What follows belongs to an exercise in optimizing a design on an open flow for small area and a short achievable clock period; a production flow would make more cautious choices.
No functional check of the RTL was part of any run shown here.

==> flow/design.v, too long to show whole: its modules and the start of the top module <==
// module DCT: 4506 lines
// module dct_fa: 6 lines
// module dct_ha: 6 lines
// module dct_xor: 5 lines
// module dct_maj: 5 lines
// module dct_ao: 5 lines
// module dct_and: 5 lines
// module dct_not: 5 lines
module DCT(clk,rst_n,ena,done,
  data_in0,data_in1,data_in2,data_in3,data_in4,data_in5,data_in6,data_in7,
  data_out0,data_out1,data_out2,data_out3,data_out4,data_out5,data_out6,data_out7);
  // ...
==> flow/flow/run.sh <==
#!/bin/bash
# The standard layout, with plain buf_1 cells as the input/output port buffers
# (the standard flow picks a larger delay-buffer cell for them).
set -euo pipefail
export BUFFER_PORTS_ARGS="-buffer_cell sky130_fd_sc_hd__buf_1"
bash standard.sh > standard.log 2>&1
==> flow/standard.sh <==
#!/bin/bash
# synth_recipe.tcl (not shown) runs the flow's synth.tcl, then flattens the netlist and writes it again
# the make line also repeats each setting of config.mk as NAME=value (left out here)
make -C /OpenROAD-flow-scripts/flow DESIGN_CONFIG=/design/flow/config.mk WORK_HOME=/design/flow/orfs CLKGATE_MAP_FILE= SYNTH_SCRIPT=/design/flow/synth_recipe.tcl "${@:-finish}"
==> flow/config.mk <==
export PLATFORM = sky130hd
export DESIGN_NAME = DCT
export DESIGN_NICKNAME = DCT
export VERILOG_FILES = /design/flow/design.v
export SDC_FILE = /design/flow/constraint.sdc
export NUM_CORES = 4
export LEC_CHECK = 0
export CAP_MARGIN = 20
export CORE_MARGIN = 2
export CORE_UTILIZATION = 40
export CTS_CLUSTER_DIAMETER = 70
export CTS_CLUSTER_SIZE = 30
export SETUP_SLACK_MARGIN = 1.75
export SLEW_MARGIN = 20
export SYNTH_HIERARCHICAL = 1
export SYNTH_MINIMUM_KEEP_SIZE = 0
==> flow/constraint.sdc <==
create_clock -name core_clock -period 4.5 [get_ports {clk}]
set_input_delay 0.9000 -clock core_clock [delete_from_list [all_inputs] [get_ports {clk}]]
set_output_delay 0.9000 -clock core_clock [all_outputs]
set_load 0.01 [all_outputs]
==> results.cfg, run 1 <==
[global_route]
grt_pass1_vias = 18500

[finish]
mostFrequentLayoutCells = 820 x xor2_1, 330 x dfxtp_1, 317 x maj3_2, 316 x a21o_1, 291 x inv_1
design.seq.count = 372
nFillCells = 6570
clk_share_pct = 3.61
n_antenna_cell = 5

[synth]
synth_edf_count = 0
synthesis.area_um2 = 27900
synth_top_area_cell = dfxtp_1
synth_compound_area_share_pct = 8.51
ys_types = 14
synth.mux.area_fraction_pct = 0

[setup_path]
critPathCaptureType = flop
worstSetupStartpointType = flop
cpMaxStageDelayCell = dfxtp_2

[outcome]
outcome = complete, no violations

[clock_network]
cts_buffers = 31
post_cts_resized = 5
clockRootBuffer = clkbuf_16
insertion_delay_ns = 0.62
clockBufferDepth = 3

[detailed_routing]
met1_length_um = 25900
ant_nets = 0
first_pass_iters = 5

[sta]
rsz0062_at_grt = yes
maxSlewHeadroom_pct = 43.1

[place]
placedCellCount = 3773
dp_hpwl_um = 49000
dpl_worst_slack_ns = 1.70
==> run 2: changes to the inputs <==
--- a/flow/config.mk
+++ b/flow/config.mk
@@ -10,7 +10,7 @@
 export CORE_UTILIZATION = 40
 export CTS_CLUSTER_DIAMETER = 70
 export CTS_CLUSTER_SIZE = 30
-export SETUP_SLACK_MARGIN = 1.75
+export SETUP_SLACK_MARGIN = 2.0
 export SLEW_MARGIN = 20
 export SYNTH_HIERARCHICAL = 1
 export SYNTH_MINIMUM_KEEP_SIZE = 0
==> run 2 against run 1 <==
Highest routed layer unchanged. Sequential share of layout area fell by 0.49 points. Critical endpoint is now rs[11]$_DFF_P_. Count of clock-buffer cells in the layout fell by 2. Critical path depth did not move. Worst setup slack improved by 0.092 ns. Still clean. Register-to-register slack improved by 0.09 ns. Final cell count rose by 2.1%. Die area did not move. Critical path type unchanged. Sequential cell count did not move. Hold slack got worse by 0.0012 ns.
==> results.cfg, run 2 <==
[outcome]
outcome = complete, no violations

[detailed_routing]
first_pass_iters = 5
vias_per_cell = 4.65
wirelength_um = 62600
wl_per_cell_um = 16.0
dr_total_vias = 18200
drc = 0
first_iter_violations = 578
ant_nets = 0

[synth]
postSynthAreaPerCell_um2 = 10.3
async_flop_share_pct = 0.806
synth-main-ff-cell = dfxtp_1
synthTopCellsByArea = dfxtp_1 27%, xor2_1 26%, maj3_2 13%, ha_1 13%, a21o_1 8.5%
synthesis.area_um2 = 27900
synth.ff_latch_count = 372
synth_top_area_cell = dfxtp_1
yosys_warnings = 7
syn_inst = 2702
ys_types = 14
synth_seq_area_share_pct = 26.8
yosysMostFrequentCell = xor2_1
netlist_top_cells_count = 824 x xor2_1, 369 x dfxtp_1, 317 x maj3_2
yosys.area.top_type_share_pct = 26.5
synth_edf_count = 0

[finish]
mostFrequentLayoutCells = 806 x xor2_1, 317 x maj3_2, 315 x a21o_1, 290 x dfxtp_1, 276 x inv_1
areaGrowthSynthToFinish_pct = 13.8
fin_nets = 3358
stdcell_count = 3922
final_common_cell = xor2_1
drive_gt1_share_pct = 21.2

[global_route]
grt_pass1_vias = 18900
gr-total-overflow = 0
grt_pass1_wl_um = 98800
grt_max_degree = 27
grt_usage_pct = 17.3
antenna_found_initial = 15

[clock_network]
cts_sinks = 372
cts_buffers = 31
insertion_delay_ns = 0.62
cts_tree = built
htreeDepth = 1
clk_pin_slew_ns = 0.10
hold_buffers = 0
clockBufferDepth = 3
clockRootBuffer = clkbuf_16

[sta]
fin_hold_ws_ns = 0.0653
tns_ns = 0
maxSlewHeadroom_pct = 51.9
slew_violations = 0
fin_ws_ns = 1.93
hold_viol_final = 0
max_freq_mhz = 388
skew_ns = 0.0317
setup-violations-final = 0
period_share_pct = 57.2
rsz0062_at_grt = yes
fin_crit_ns = 2.57
tightest_slew_ns = 0.720

[place]
dpl_worst_slack_ns = 1.72
place_congestion = 0.854
dp_hpwl_um = 48900
placedCellCount = 3767
numPortBuffers = 225

[floorplanning]
dieArea_um2 = 71800
die_width_um = 268
coreArea_um2 = 68800
die_h_um = 268
start_util_pct = 40.5
ioPinCount = 228
rows = 96

[setup_path]
critPathCaptureType = flop
crit_path_max_fanout = 5
worstSetupStartpointType = flop
cpMaxStageDelayCell = dfxtp_4
crit_top_cell = a21o_1
path_cells = buf_4 -> xor2_2 -> xor2_1 -> maj3_2 -> ha_1 -> and2_1 -> and2_1 -> a21o_1 -> a21o_1 -> a21o_1
required_ns = 5.02
crit_path_max_incr_delay_ns = 0.38
arrival_ns = 3.09
critPathKind = flop to flop

[flow_run]
maxCapViolations = 0

[min_path]
hp-class = input pin to async pin
==> run 2: cell counts after synthesis <==
Identical to the previous run, type by type.
==> run 2: logic make-up after synthesis <==
| kind of cell | Yosys count | synth area share, % |
|---|---|---|
| AND/OR/NAND/NOR | 125 | 2.87 |
| buffers and inverters | 403 | 6.92 |
| XOR/XNOR | 849 | 26.7 |
| AO/OA/AOI/OAI | 316 | 8.51 |
| adder cells (fa/ha/maj) | 636 | 28.2 |
| flip-flops | 372 | 26.8 |
| other | 1 | 0.0135 |
==> run 2: per-module statistics from Yosys, one instance, submodules excluded <==
module,flops+latches,cells
dct_not,0,1
dct_fa,0,1
dct_and,0,1
dct_maj,0,1
DCT,372,715
dct_xor,0,1
dct_ha,0,1
dct_ao,0,1
==> run 2: what timing repair did <==
item,in CTS,in global routing
resized for setup,111,85
pin swaps,67,57
setup endpoints to repair,93,72
setup buffers,48,47
==> run 2: metal layers <==
layer / GRT usage, % / vias to the layer above / routed length [µm]
met2: 31.8 / 232 / 31700
met3: 3.06 / 97 / 2680
li1: - / 9276 / -
met4: 5.51 / 20 / 1620
met1: 20.4 / 8616 / 26500
met5: 0 / - / 126
==> run 2: final timing paths <==
check | depth (start not counted) | end | start | slack [ns]
max in group asynchronous | 1 | vld[0]$_DFF_PN0_ | rst_n | 4.28
min in group core_clock | 0 | ry7[0]$_DFF_P_ | rya7[0]$_DFF_P_ | 0.33
worst max register to register | 10 | rs[11]$_DFF_P_ | ra_p1[5]$_DFF_P_ | 1.93
worst max-delay path | 10 | rs[11]$_DFF_P_ | ra_p1[5]$_DFF_P_ | 1.93
worst min register to register | 0 | ry7[0]$_DFF_P_ | rya7[0]$_DFF_P_ | 0.33
worst min-delay path | 1 | vld[1]$_DFF_PN0_ | rst_n | 0.07
==> run 2: metrics by stage <==
step                area [µm²]  utilization (%)
finish                   31700             46.1
global route             31700             46.1
CTS                      31000             45.1
detailed placement       29200             42.4
global placement         29200             42.4
floorplan                27900                -
==> run 2: final cells by class <==
class	instances	area [µm²]
Timing Repair Buffer	339	1790
Clock inverter	25	345
Inverter	292	1110
Tap cell	931	1160
Sequential cell	372	7660
Clock buffer	32	790
Multi-Input combinational cell	1928	18800
Fill cell	6476	37100
Antenna cell	3	7.51
==> run 2: worst max-delay path: cells and delay by family, from the launching register on <==
kind	cells	cell delay, ns
flops	1	0.38
simple gates	2	0.32
xor+xnor	2	0.38
buf+inv	1	0.16
compound gates	3	0.57
fa+ha+maj	2	0.66

[separate check: timing with driven ports]
In the flow no input, the clock included, has a driving cell. The finished layouts below were timed again as built, in two steps.
Step 1 sets driving cells, clkbuf_16 on the clock port and buf_2 on the other inputs (assumed; they add their load-dependent delay and slew).
Step 2, shift: input delay + t, output delay - t, t = (earliest + latest rising clock arrival at the registers) / 2. This alone moves slack from input paths to output paths.
Slacks: ideal / step 1 / step 2; pairs: ideal / step 1.
| run | t, ns | setup WS [ns] | worst setup path after step 2 | worst register clock-pin slew, ns | pins driven straight from the clock port |
|---|---|---|---|---|---|
| run 1 | 0.667 | 1.834 / 1.834 / 1.728 | input to register | 0.09 / 0.09 | 1 |
| run 2 | 0.661 | 1.926 / 1.926 / 1.714 | input to register | 0.10 / 0.10 | 1 |
After both steps setup and hold are still met in every run listed. For run 2, which loses most, drivers alone change the setup slack by 0.000 ns; drivers and shift together by -0.212 ns.
